Source: an optimization exercise on an open RTL-to-GDS flow (aim: small area). Production flows keep margins and buffers that such runs may drop. Only simulation tests tie the RTL to the original design; equivalence was not proved. No activity file was given, so power comes from the tool's default toggle rates.

==> tundra <==
// top
module top(
    input clk,                  
    input rst,                  
    input start_game,           
    input drop,                 
    input rotate,               
    input left,                 
    input right,                
    output [3:0] red,           
    output [3:0] blue,
    output [3:0] green,
    output hsync,               
    output vsync,               
    output [7:0] disp0,         
    output [7:0] disp1          
);
clock: 20.0 ns
lec_check: 0
cap_margin: 20
core_margin: 2
core_utilization: 40
gpl_timing_driven: 0
place_density: 0.55
slew_margin: 20
synth_hierarchical: 1
standard.sh (not shown) runs the stock make flow with config.mk's settings and CLKGATE_MAP_FILE= SYNTH_SCRIPT=/design/flow/synth_recipe.tcl, a recipe that flattens the netlist after the stock synthesis.
==> flow/flow/run.sh <==
#!/bin/bash
# The standard layout (standard.sh) with these changes:
# - synthesis (registers and their mapping unchanged):
#   * the ABC technology-mapping step uses flow/area.abc, an area-oriented
#     script, in place of ORFS's delay-oriented abc_speed.script (the 20 ns
#     clock leaves plenty of slack);
#   * no half/full-adder extraction (ADDER_MAP_FILE empty) and no
#     Kogge-Stone carry-lookahead map for comparators and adders
#     (SYNTH_OPERATIONS_ARGS replaces it), so ABC maps that logic for area.
# - clock tree: buffers and sink clusters as in CTS_ARGS below, no dummy loads.
# - port buffers: every input and output port still gets a buffer, of the
#   small buf_1 cell.
# Each tool's full output is in the ORFS logs under orfs/logs; make's own
# output is in flow.log.
set -euo pipefail
W=$PWD
cat > "$W/abc_override.tcl" <<EOT
proc abc {args} {
  foreach opt {-script -D -constr} {
    set i [lsearch -exact \$args \$opt]
    if {\$i >= 0} { set args [lreplace \$args \$i [expr {\$i + 1}]] }
  }
  yosys abc -script $W/flow/area.abc {*}\$args
}
EOT
cat "$W/abc_override.tcl" "$W/synth_recipe.tcl" > "$W/synth_area.tcl"
sed "s|SYNTH_SCRIPT=[^ ]*|SYNTH_SCRIPT=$W/synth_area.tcl|" "$W/standard.sh" > "$W/standard_area.sh"
export CTS_ARGS="-sink_clustering_enable -repair_clock_nets -dont_use_dummy_load -buf_list sky130_fd_sc_hd__clkbuf_8 -sink_clustering_size 16 -sink_clustering_max_diameter 60"
export BUFFER_PORTS_ARGS="-buffer_cell sky130_fd_sc_hd__buf_1"
bash "$W/standard_area.sh" "ADDER_MAP_FILE=" "SYNTH_OPERATIONS_ARGS=-noshare" finish > "$W/flow.log" 2>&1
==> flow/flow/area.abc <==
strash
&get -n
&fraig -x
&put
scorr
dc2
strash
&get -n
&synch2
&dch -f
&nf -R 1000 -p -F 8
&put
strash
&get -n
&dch -f
&nf -R 1000 -p -F 8
&put
==> zinc (differences from tundra) <==
--- a/flow/design.v
+++ b/flow/design.v
@@ -5,32 +5,87 @@
     input sh,
     input wr,
     input hold,
     output reg [11:0] q
 );
 	always @(posedge clk)
 		q <= (up & {12{sh}}) | (w & {12{wr}}) | (q & {12{hold}});
 endmodule
+module field_row0 (
+    input clk,
+    input [11:0] w,
+    input wr,
+    input hold,
+    output reg [11:0] q
+);
+	always @(posedge clk)
+		q <= (w & {12{wr}}) | (q & {12{hold}});
+endmodule
 module box_reg (
     input clk,
-    input [15:0] shape,
-    input [15:0] shl,
-    input [15:0] tr,
-    input [15:0] prev,
+    input [7:0] shape,
+    input [7:0] shl,
+    input [7:0] tr,
+    input [7:0] prev,
     input spawn,
     input sh_left,
     input transpose,
     input restore,
     input hold,
-    output reg [15:0] q
+    output reg [7:0] q
 );
 	always @(posedge clk)
-		q <= (shape & {16{spawn}}) | (shl & {16{sh_left}}) | (tr & {16{transpose}})
-		   | (prev & {16{restore}}) | (q & {16{hold}});
+		q <= (shape & {8{spawn}}) | (shl & {8{sh_left}}) | (tr & {8{transpose}})
+		   | (prev & {8{restore}}) | (q & {8{hold}});
+endmodule
+module box_reg_low (
+    input clk,
+    input [7:0] shl,
+    input [7:0] tr,
+    input [7:0] prev,
+    input sh_left,
+    input transpose,
+    input restore,
+    input hold,
+    output reg [7:0] q
+);
+	always @(posedge clk)
+		q <= (shl & {8{sh_left}}) | (tr & {8{transpose}})
+		   | (prev & {8{restore}}) | (q & {8{hold}});
+endmodule
+module col_reg (
+    input clk,
+    input [3:0] dec_v,
+    input [3:0] inc_v,
+    input [3:0] prev_col,
+    input spawn,
+    input dec,
+    input inc,
+    input rest,
+    input hold,
+    output reg [3:0] q
+);
+	always @(posedge clk)
+		q <= {1'b0, spawn, 2'b00} | (dec_v & {4{dec}}) | (inc_v & {4{inc}})
+		   | (prev_col & {4{rest}}) | (q & {4{hold}});
+endmodule
+module row_cnt (
+    input clk,
+    input [4:0] inc_v,
+    input [4:0] ct,
+    input [4:0] ct1,
+    input inc,
+    input ld_ct,
+    input ld_ct1,
+    input hold,
+    output reg [4:0] q
+);
+	always @(posedge clk)
+		q <= (inc_v & {5{inc}}) | (ct & {5{ld_ct}}) | (ct1 & {5{ld_ct1}}) | (q & {5{hold}});
 endmodule
 module top(
     input clk,                  
     input rst,                  
     input start_game,           
     input drop,                 
     input rotate,               
     input left,                 
@@ -113,23 +168,23 @@
 	parameter EVALUATE     = 4'b0110;
 	parameter PREROTATE    = 4'b0111;
 	parameter ROTATE_BLOCK = 4'b1000;
 	parameter END_GAME     = 4'b1001;
 	parameter FALL_SLOW    = 1999;
 	parameter FALL_FAST    = 199;
 	reg [11:0] game_space[19:0];    
 	wire [3:0] blk[3:0];      
-	reg [3:0] blk_col;
+	wire [3:0] blk_col;        
 	reg [3:0] prev[3:0];      
 	reg [3:0] prev_col;       
 	reg [3:0] gamestate;
 	reg [4:0] current_top;
 	wire [4:0] block_row;
-	reg [4:0] game_row;
+	wire [4:0] game_row;       
 	wire blk_any3 = blk[0][3] | blk[1][3] | blk[2][3] | blk[3][3];    
 	wire gameborder_left  = (blk_col == 0) && blk_any3;
 	reg gameborder_right;
 	always @(*) begin
 		case (blk_col)
 			4'd8:  gameborder_right = blk[0][0] | blk[1][0] | blk[2][0] | blk[3][0];
 			4'd9:  gameborder_right = blk[0][1] | blk[1][1] | blk[2][1] | blk[3][1];
 			4'd10: gameborder_right = blk[0][2] | blk[1][2] | blk[2][2] | blk[3][2];
@@ -210,62 +265,99 @@
 		for (i = 0; i < 20; i = i + 1) begin
 			row_sh[i] = fs_shift && (i <= game_row);
 			row_wr[i] = fs_clear || (fs_write && i == game_row);
 			row_hold[i] = ~(row_sh[i] | row_wr[i]);
 		end
 	wire [11:0] gs_q[19:0];
 	genvar gr;
 	generate
-		for (gr = 0; gr < 20; gr = gr + 1) begin : rows
+		for (gr = 1; gr < 20; gr = gr + 1) begin : rows
 			field_row field_row_i (
 				.clk(clk),
-				.up((gr == 0) ? 12'h000 : gs_q[(gr == 0) ? 0 : gr - 1]),
+				.up(gs_q[gr - 1]),
 				.w(wr_data),
 				.sh(row_sh[gr]),
 				.wr(row_wr[gr]),
 				.hold(row_hold[gr]),
 				.q(gs_q[gr])
 			);
 		end
 	endgenerate
+	field_row0 field_row_0 (
+		.clk(clk),
+		.w(wr_data),
+		.wr(row_wr[0]),
+		.hold(row_hold[0]),
+		.q(gs_q[0])
+	);
 	always @(*)
 		for (i = 0; i < 20; i = i + 1)
 			game_space[i] = gs_q[i];
 	wire pts_clr = rst | (~collision_begin_check && gamestate == INIT && start_edge);
 	wire pts_inc = fs_shift;
-	task shift_left;    
-		if (blk_col != 0)
-			blk_col <= blk_col - 1;
-	endtask
-	task shift_right;   
-		blk_col <= blk_col + 1;
-	endtask
-	task restore;       
-		blk_col <= prev_col;
-	endtask
 	reg box_spawn, box_shl, box_tr, box_rest;
+	reg col_dec, col_inc;
+	reg gr_inc, gr_zero, gr_ct, gr_ct1;
 	always @(*) begin
 		box_spawn = 0;
 		box_shl = 0;
 		box_tr = 0;
 		box_rest = 0;
-		if (~rst && ~collision_begin_check)
+		col_dec = 0;
+		col_inc = 0;
+		gr_inc = 0;
+		gr_zero = 0;
+		gr_ct = 0;
+		gr_ct1 = 0;
+		if (rst) begin
+		end else if (collision_begin_check)
+			gr_inc = 1;
+		else
 			case (gamestate)
-				SPAWN_BLOCK: box_spawn = ~collision_complete;
-				MOVE_LEFT:   box_shl = ~collision_complete && (blk_col == 0);
-				MOVE_RIGHT:  box_shl = collision_complete && collision && (blk_col == 0);
-				PREROTATE:   box_tr = (blk_col == 0);
+				SPAWN_BLOCK: begin
+					box_spawn = ~collision_complete;
+					gr_zero = ~collision_complete;
+				end
+				MOVE_LEFT:
+					if (~collision_complete) begin
+						gr_ct = 1;
+						box_shl = (blk_col == 0);
+						col_dec = (blk_col != 0);
+					end else
+						col_inc = collision;
+				MOVE_RIGHT:
+					if (~collision_complete) begin
+						gr_ct = 1;
+						col_inc = 1;
+					end else begin
+						box_shl = collision && (blk_col == 0);
+						col_dec = collision && (blk_col != 0);
+					end
+				MOVE_DOWN:
+					if (~collision_complete)
+						gr_ct1 = 1;
+					else
+						gr_zero = collision;
+				EVALUATE:
+					gr_inc = (game_row != 20);
+				PREROTATE: begin
+					box_tr = (blk_col == 0);
+					col_dec = (blk_col != 0);
+				end
 				ROTATE_BLOCK:
 					if (blk_col == 0 && ~blk_any3)
 						box_shl = 1;
-					else if (blk_col < prev_col)
+					else if (blk_col < prev_col) begin
+						col_inc = ~gameborder_right;
 						box_rest = gameborder_right;
-					else
+					end else begin
+						gr_ct = ~collision_complete;
 						box_rest = collision_complete && collision;
+					end
 				default: ;
 			endcase
 	end
 	wire box_hold = ~(box_spawn | box_shl | box_tr | box_rest);
 	reg [7:0] shape;    
 	always @(*)
 		case (chooseBlock)
 			3'b001: shape = {4'b0000, 4'b1111};  
@@ -274,41 +366,73 @@
 			3'b100: shape = {4'b1000, 4'b1110};  
 			3'b101: shape = {4'b0110, 4'b1100};  
 			3'b110: shape = {4'b1100, 4'b0110};  
 			default: shape = {4'b1100, 4'b1100};  
 		endcase
 	wire [15:0] box_q;
 	box_reg box_reg_i (
 		.clk(clk),
-		.shape({8'h00, shape}),
-		.shl({blk[3][2:0], 1'b0, blk[2][2:0], 1'b0, blk[1][2:0], 1'b0, blk[0][2:0], 1'b0}),
-		.tr({blk[3][0], blk[2][0], blk[1][0], blk[0][0],
-		     blk[3][1], blk[2][1], blk[1][1], blk[0][1],
-		     blk[3][2], blk[2][2], blk[1][2], blk[0][2],
+		.shape(shape),
+		.shl({blk[1][2:0], 1'b0, blk[0][2:0], 1'b0}),
+		.tr({blk[3][2], blk[2][2], blk[1][2], blk[0][2],
 		     blk[3][3], blk[2][3], blk[1][3], blk[0][3]}),
-		.prev({prev[3], prev[2], prev[1], prev[0]}),
+		.prev({prev[1], prev[0]}),
 		.spawn(box_spawn),
 		.sh_left(box_shl),
 		.transpose(box_tr),
 		.restore(box_rest),
 		.hold(box_hold),
-		.q(box_q)
+		.q(box_q[7:0])
+	);
+	box_reg_low box_reg_low_i (
+		.clk(clk),
+		.shl({blk[3][2:0], 1'b0, blk[2][2:0], 1'b0}),
+		.tr({blk[3][0], blk[2][0], blk[1][0], blk[0][0],
+		     blk[3][1], blk[2][1], blk[1][1], blk[0][1]}),
+		.prev({prev[3], prev[2]}),
+		.sh_left(box_shl),
+		.transpose(box_tr),
+		.restore(box_rest),
+		.hold(box_hold),
+		.q(box_q[15:8])
+	);
+	col_reg col_reg_i (
+		.clk(clk),
+		.dec_v(blk_col - 4'd1),
+		.inc_v(blk_col + 4'd1),
+		.prev_col(prev_col),
+		.spawn(box_spawn),
+		.dec(col_dec),
+		.inc(col_inc),
+		.rest(box_rest),
+		.hold(~(box_spawn | col_dec | col_inc | box_rest)),
+		.q(blk_col)
+	);
+	row_cnt row_cnt_i (
+		.clk(clk),
+		.inc_v(game_row + 5'd1),
+		.ct(current_top),
+		.ct1(current_top + 5'd1),
+		.inc(gr_inc),
+		.ld_ct(gr_ct),
+		.ld_ct1(gr_ct1),
+		.hold(~(gr_inc | gr_zero | gr_ct | gr_ct1)),
+		.q(game_row)
 	);
 	assign blk[0] = box_q[3:0];
 	assign blk[1] = box_q[7:4];
 	assign blk[2] = box_q[11:8];
 	assign blk[3] = box_q[15:12];
 	always @ (posedge clk) begin
 		if (rst) begin
 			gamestate <= INIT;
 			collision_begin_check <= 0;
 			quick_fall <= 0;
 		end else if(collision_begin_check) begin
-			game_row <= game_row +1;
 			if(~collision && (block_row <4) && (game_row <20)) begin
 				 if(gs_rd & br_row)
 					  collision <= 1;
 			end else if((game_row == 20) && (block_row <4) && (br_box != 0))
 				 collision <= 1;
 			else begin
 				 collision_complete <= 1;
 				 collision_begin_check <= 0;
@@ -318,22 +442,20 @@
 				 INIT: begin
 					  if (start_edge) begin
 							gamestate <= SPAWN_BLOCK;
 							collision_complete <= 0;
 					  end
 				 end
 				 SPAWN_BLOCK: begin
 					  if(~collision_complete) begin
-							blk_col <= 4;
 							current_top <= 0;
 							collision_begin_check <= 1;
 							collision <= 0;
 							quick_fall <= 0;
-							game_row <= 0;
 					  end else if (collision) begin
 							gamestate <= END_GAME;
 					  end else if (collision_complete) begin
 							gamestate <= MOVE_BLOCK;
 					  end
 				 end
 				 MOVE_BLOCK: begin
 					  collision_complete <= 0;
@@ -351,87 +473,68 @@
 								 prev[i] <= blk[i];
 							prev_col <= blk_col;
 					  end
 				 end
 				 MOVE_LEFT: begin
 					  if (~collision_complete) begin
 							collision <= 0;
 							collision_begin_check <= 1;
-							game_row <= current_top;
-							shift_left;
 					  end else begin
-							if(collision)
-								 shift_right;
 							gamestate <= MOVE_BLOCK;
 					  end
 				 end
 				 MOVE_RIGHT: begin
 					  if(~collision_complete) begin
 							collision <= 0;
 							collision_begin_check <= 1;
-							game_row <= current_top;
-							shift_right;
 					  end else begin
-							 if(collision)
-								 shift_left;
 							gamestate <= MOVE_BLOCK;
 					  end
 				 end
 				 MOVE_DOWN: begin
 					  if(~collision_complete) begin
 							if(current_top < 19) begin
 								 collision <= 0;
 								 collision_begin_check <= 1;
 							end else if(current_top == 19 && blk[0] != 0) begin
 								 collision <= 1;
 								 collision_complete <= 1;
 							end
-							game_row <= current_top+1;
 					  end else if(collision) begin
 							gamestate <= EVALUATE;
-							game_row <= 0;
 					  end else begin
 							current_top <= current_top + 1;
 							gamestate <= MOVE_BLOCK;
 					  end
 				 end
 				 EVALUATE: begin
 					if(game_row == 20) begin
 						gamestate <= SPAWN_BLOCK;
 						collision_complete <= 0;
-					end else begin
-						game_row <= game_row +1;
 					end
 				end
 				PREROTATE: begin
 				  if (blk_col != 0) begin
-						blk_col <= blk_col - 1;
 					end else begin
 						collision_complete <= 0;
 						gamestate <= ROTATE_BLOCK;
 					 end
 				 end
 				 ROTATE_BLOCK: begin
 					 if (blk_col == 0 && ~blk_any3) begin
 					 end else if (blk_col < prev_col) begin
-						 if (~gameborder_right) begin
-							shift_right;
-						 end else begin
+						 if (gameborder_right)
 							gamestate <= MOVE_BLOCK;
-							restore;
-						  end
 					  end else begin
 						 if (~collision_complete) begin
 							collision_begin_check <= 1;
 							collision <= 0;
-							game_row <= current_top;
 						 end else if (collision) begin
 							gamestate <= MOVE_BLOCK;
-							restore;
 						 end else begin
 							gamestate <= MOVE_BLOCK;
 						 end
 					  end
 				 end
 				END_GAME: begin
 				  if(start_edge)
 					 gamestate <= INIT;
CORE_UTILIZATION = 50   (was 40)
GPL_TIMING_DRIVEN = unset   (was 0)
PLACE_DENSITY = 0.65   (was 0.55)
==> run summary <==
In tundra the power is lower than in zinc, by about 4%.
Of tundra and zinc, zinc has the higher global-route usage (gap 7.1 points).
In tundra the utilization is lower than in zinc, by 9.8 points.
Sequential power is about the same in tundra and zinc.
Of tundra and zinc, tundra has the higher non-clock buffer count (gap 21).
Area after synthesis: tundra is higher than zinc (about 0.6%).
Between zinc and tundra, the lower die area is in zinc (gap about 20%, measured against tundra).
Sequential cell count is the same in zinc and tundra.
Against zinc, the count of clock-buffer cells in the layout of tundra is higher by 4.
==> figures <==
	tundra	zinc
Vias post-DR	20.1k	20.5k
Top layer reached by signal wires	met4	met5
Data arrival, critical path	9400 ps	7800 ps
Routed met1 length	33,000 µm	30,500 µm
Switching power total	1.07 mW	1.18 mW
Effective utilization at floorplan	40.3%	50.8%
Violation count after the first detailed-route iteration	4,552	5,301
Result of the run	no timing/DRC/antenna violations	no timing/DRC/antenna violations
Number of buffers created by CTS	39	35
Slowest-stage cell, CP	nor2_2	o31ai_2
Post-route worst hold slack	357 ps	361 ps
Max FFs per register	240	228
IR drop worst, VDD	0.0674 mV	0.0797 mV
Startpoint of the lowest-slack register-to-register path	game_row[1]$_DFFE_PP_	row_cnt_i.q[1]$_DFF_P_
Number of nets in the finished design	2,242	2,186
Clock Skews	95.9 ps	75.8 ps
Fraction of final layout cells sized beyond drive strength 1	11.5%	9.32%
CP most frequent cell	clkinv_1	buf_4
Number of buffers other than clock buffers in the final layout	145	124
Period utilization	44.1%	36.6%

==> separate check: timing with driven ports <==
In the flow no input, the clock included, has a driving cell. The finished layouts below were timed again as built, in two steps.
Step 1 sets driving cells, clkbuf_16 on the clock port and buf_2 on the other inputs (assumed; they add their load-dependent delay and slew).
Step 2, shift: input delay + t, output delay - t, t = (earliest + latest rising clock arrival at the registers) / 2. This alone moves slack from input paths to output paths.
Slacks: ideal / step 1 / step 2; pairs: ideal / step 1.
run	shift t [ns]	setup slack, ns	hold WS [ns]	clock arrival spread, ns	worst data-port slew with drivers (ns)
tundra	0.689	11.187 / 11.228 / 10.539	0.357 / 0.357 / 0.357	0.096 / 0.096	0.04
zinc	0.657	12.682 / 12.658 / 12.544	0.361 / 0.361 / 0.361	0.076 / 0.076	0.03
After both steps every run listed still meets setup and hold. The setup slack of tundra, which loses most, moves by +0.041 ns with the drivers and by -0.648 ns with both steps.
